What follows belongs to an exercise in optimizing a design on an open flow for small area, a short achievable clock period and few clock cycles; a production flow would make more cautious choices. Function was checked by simulation only, so behaviour that the tests miss may differ from the original. No activity file was given, so power comes from the tool's default toggle rates.

==> flow/design.v (outline; a module is shown in full before it is edited, if it fits) <==
// module CONVCOR: 733 lines
module CONVCOR(
        clk,
        rst_n,
        in_valid,
        in_a,
        in_b,
        in_mode,
        out_valid,
        out
);
  // ...
==> flow/run.sh <==
#!/bin/bash
# synth_recipe.tcl (not shown) runs the flow's synth.tcl, then flattens the netlist and writes it again
# the make line also repeats each setting of config.mk as NAME=value (left out here)
make -C /OpenROAD-flow-scripts/flow DESIGN_CONFIG=/design/flow/config.mk WORK_HOME=/design/flow/orfs CLKGATE_MAP_FILE= SYNTH_SCRIPT=/design/flow/synth_recipe.tcl finish
==> flow/config.mk <==
export PLATFORM = sky130hd
export DESIGN_NAME = CONVCOR
export DESIGN_NICKNAME = CONVCOR
export VERILOG_FILES = /design/flow/design.v
export SDC_FILE = /design/flow/constraint.sdc
export NUM_CORES = 4
export LEC_CHECK = 0
export CAP_MARGIN = 20
export CORE_MARGIN = 2
export CORE_UTILIZATION = 40
export SLEW_MARGIN = 20
==> flow/constraint.sdc <==
create_clock -name core_clock -period 12.0 [get_ports {clk}]
set_input_delay 2.4000 -clock core_clock [delete_from_list [all_inputs] [get_ports {clk}]]
set_output_delay 2.4000 -clock core_clock [all_outputs]
set_load 0.01 [all_outputs]
==> impl_metrics.toml, run 1 <==
[run_status]
outcome = "complete, no violations"

[die]
start_util = 0.407

[cts]
clk_latency_ns = 0.58
clockBufferDepth = 3

[layout]
numSequentialCells = 267
largest_reg_flops = 36
diodes = 0
fillers = 3927
stdcell_count = 2218
multi_input_comb_area_mm2 = 0.00941
drive_gt1_frac = 0.0482

[critical_path]
path_buf_inv = 1
ff2ff_path_depth = 8
crit_path_max_incr_delay_ns = 0.55
start_kind = "flip-flop"
required_ns = 9.60

[place]
gp_congestion = 0.864

[logic_synthesis]
syn_avg_cell_area_um2 = 10.7
ys_types = 60
synth.ff_latch_count = 267
yosys.area_share.adder = 0.326
synthCells = 1601

[detailed_routing]
ant_nets = 0

[global_routing]
grt_pass1_vias = 11800

[power]
comb-power_mw = 3.14
power_frac_clock = 0.182
power_top_consumer = "combinational logic"

[sta]
tightest_slew_ns = 1.07
fin_crit_sh = 0.325
period_needed_ns = 3.90
finClkSkew_ns = 0.0310

[worst_hold_path]
whs_path_depth = 0
Testbench counts, summed over its fixed seeds: cycles 64,050.
==> run 2: changes to the inputs <==
==> flow/flow/run.sh (new file) <==
#!/bin/bash
# Standard ORFS layout, with repair_timing aiming for extra setup slack so the
# layout is sized for a shorter period than the 12 ns constraint.
set -euo pipefail
bash standard.sh SETUP_SLACK_MARGIN=8.7 finish > flow_standard.log 2>&1
==> flow/standard.sh (new file) <==
#!/bin/bash
# synth_recipe.tcl (not shown) runs the flow's synth.tcl, then flattens the netlist and writes it again
# the make line also repeats each setting of config.mk as NAME=value (left out here)
make -C /OpenROAD-flow-scripts/flow DESIGN_CONFIG=/design/flow/config.mk WORK_HOME=/design/flow/orfs CLKGATE_MAP_FILE= SYNTH_SCRIPT=/design/flow/synth_recipe.tcl "${@:-finish}"
removed: flow/run.sh
==> run 2 against run 1 <==
Sequential power about the same. Clock skew about the same. Setup slack gained 0.47 ns. Total power grew 3.1%. Critical path depth did not move. Hold slack better by 0.0010 ns. Clock-buffer cell count rose by 3. Final area increased by 4.3%. Combinational power increased by 6.4%.
==> impl_metrics.toml, run 2 <==
[run_status]
outcome = "complete, no violations"

[logic_synthesis]
yosysWarnings = 1
synthTopCellsByArea = "fa_1, dfxtp_1, edfxtp_1"
ys_seq_area_frac = 0.367
synth-edff-count = 97
synth_nets = 1941
synth.ff_latch_count = 267
yosysMostFrequentCell = "inv_1"
synth_top_area_cell = "fa_1"
yosys-top-cells-count = "inv_1, fa_1, nand2_1, dfxtp_1, and2_1"
netlist.area_leader.share = 0.279
synthCells = 1601
syn_avg_cell_area_um2 = 10.7
ys_types = 60
synthArstFlopShare = 0
ys.flop_type = "dfxtp_1"
syn_area_mm2 = 0.0172

[sta]
fin_crit_sh = 0.286
setup_ws_ns = 8.57
fmax_ghz = 0.292
hold_viol = 0
maxSlewViolCount = 0
rsz0062_at_grt = "true"
finClkSkew_ns = 0.0305
tightest_slew_ns = 0.976
tns_ns = 0
relSlewSlack = 0.346
finalSetupViolCount = 0
period_needed_ns = 3.43

[job]
cap_violations = 0

[detailed_routing]
highest_layer = "met4"
ant_nets = 0
vias = 11100
drt_wl_total_mm = 38.4
dr.pass1.iters = 7
drt_iter0_markers = 644
met2WireLength_mm = 18.8
drcViolationCount = 0
drt-met1-wl_mm = 16.5
wl_per_cell_um = 16.8
vias_per_cell = 4.85
wl_met3_mm = 2.20

[die]
start_util = 0.407
die_w_um = 211
io_pins = 73
dieArea_mm2 = 0.0447
fp-row-count = 75
die_h_um = 211
core-area_mm2 = 0.0422

[critical_path]
crit_arrival_ns = 1.03
ff2ff_path_depth = 9
r2r_end = "tr_p9_1"
critPathTopFamily = "flip-flops"
required_ns = 9.60
r2r_slack_ns = 8.74
r2r-start = "xb[14]"
critical_path.max_fanout = 2
slowest_stage = "dfxtp_2"
path_buf_inv = 1
start_kind = "flip-flop"
crit_path_max_incr_delay_ns = 0.33
critPathKind = "flip-flop to primary output"
path_cells = "buf_6"
crit_path_end_kind = "primary output"

[global_routing]
grt_pass1_vias = 12000
overflow = 0
antenna_found_initial = 0
grt_pass1_wl_mm = 62.5
grt_max_degree = 37
grt_util_all_layers = 0.179

[layout]
final_area_mm2 = 0.0204
diodes = 0
drive_gt1_frac = 0.156
largest_reg_flops = 36
area_growth_pct = 18.6
regMostFlops = "out"
stdcell_count = 2292
layout_common_cells = "inv_1, fa_1, nand2_1, and2_1, dfxtp_1"
layout.nets = 2071
fillers = 3868
layout_commonest_cell = "inv_1"

[cts]
htreeDepth = 1
cts_sinks = 267
cts-root-buf = "clkbuf_16"
cts_tree = "done"
clk_pin_slew_ns = 0.06
clk_latency_ns = 0.59
cts_buffers = 29
clockBufferDepth = 3
postCtsHoldBufs = 0

[power]
ir_drop_v = 0.000148
leakagePower_nw = 9.29
finalPower_mw = 5.72
powerDensity_mw_per_mm2 = 280

[worst_hold_path]
min_path_type = "flip-flop to flip-flop"
whs_path_depth = 0
min_to = "acc2"
min_from = "acc"

[place]
dp_slack_ns = 7.83
dp_hpwl_mm = 26.2
placedCellCount = 2158
gp_congestion = 0.855
io_buffers = 72
dpl_cell_area_mm2 = 0.0184
## run 2: cells by family after synthesis
logic type / synth area share
XOR/XNOR: 0.0173
adder cells (fa/ha/maj): 0.326
AND/OR/NAND/NOR: 0.139
buffers and inverters: 0.0867
flip-flops: 0.367
multiplexers: 0.00131
AO/OA/AOI/OAI: 0.0628
## run 2: layout make-up
class | instances | area (um2) | area share
Sequential cell | 267 | 6460 | 0.317
Timing Repair Buffer | 156 | 1440 | 0.0703
Clock buffer | 38 | 801 | 0.0392
Timing Repair inverter | 1 | 7.51 | 0.000368
Clock inverter | 15 | 249 | 0.0122
Multi-Input combinational cell | 943 | 9530 | 0.467
Tap cell | 539 | 674 | 0.0331
Inverter | 333 | 1250 | 0.0614
## run 2: stage by stage
stage | hold WS [ns] | util
after CTS | 0.332 | 0.472
after global routing | 0.342 | 0.483
after floorplan | 0.310 | -
after global placement | 0.312 | 0.436
final | 0.328 | 0.483
after detailed placement | 0.318 | 0.436
## run 2: worst max path at each step
| stage | from | depth (start not counted) | to | slack (ns) |
|---|---|---|---|---|
| 2_1_floorplan | xa[2] | 9 | ti_p9_1 | 8.70 |
| 3_3_place_gp | in_valid | 3 | a0[14] | 7.85 |
| 3_5_place_dp | in_valid | 3 | a0[7] | 7.83 |
| 4_1_cts | out[34] | 1 | out[34] | 8.43 |
| 5_1_grt | out[34] | 1 | out[34] | 8.53 |
| 6_report | out[30] | 1 | out[30] | 8.57 |
## run 2: timing repair
item | in CTS | in global routing
pin swaps | 2 | 14
resized for setup | 266 | 40
buffers inserted | 37 | 42
setup endpoints to repair | 98 | 68
gates cloned | 1 | 0
endpoints found under the hold margin | 0 | 0
## run 2: worst reg2reg max path, cell delays in order (launching register included)
cell      delay, ns
dfxtp_4        0.37
clkbuf_4       0.19
and2_1         0.19
fa_1           0.39
inv_1          0.08
fa_1           0.45
fa_2           0.55
fa_1           0.43
inv_1          0.08
fa_1           0.39
## run 2: layer usage
layer  up-vias  track usage
met2       274        0.314
met3        67       0.0267
li1       5206            -
met4         0       0.0464
met1      5563        0.233
met5         -            0
## run 2: report_power, final
group	total (mW)	internal [mW]	leakage [nW]	switching, mW
clock	0.977	0.601	0.510	0.376
sequential	1.40	1.25	2.34	0.151
combinational	3.34	1.51	6.44	1.83
total	5.72	3.36	9.29	2.36

separate check: timing with driven ports:
Ports are ideal in the flow. The routed layouts listed here were re-timed in OpenROAD. Step 1: set_driving_cell puts a clkbuf_16 on clk and a buf_2 on each other input, an assumption about the parent block. Step 2 times the ports against the registers' clock, not the clock port: input delays grow and output delays shrink by t, the midpoint of the rising clock arrivals with the driver on. Three values: ideal, step 1, step 2; two values: the first two.
run | t, ns | setup slack, ns | worst setup path after step 2 | worst register clock-pin slew, ns | worst slew at a driven data input, ns
run 1 | 0.619 | 8.099 / 8.048 / 7.778 | input to register | 0.06 / 0.06 | 0.08
run 2 | 0.627 | 8.573 / 8.517 / 8.142 | input to register | 0.07 / 0.07 | 0.11
After both steps every run listed still meets setup and hold. For run 2, which loses most, drivers alone change the setup slack by -0.056 ns; drivers and shift together by -0.431 ns.
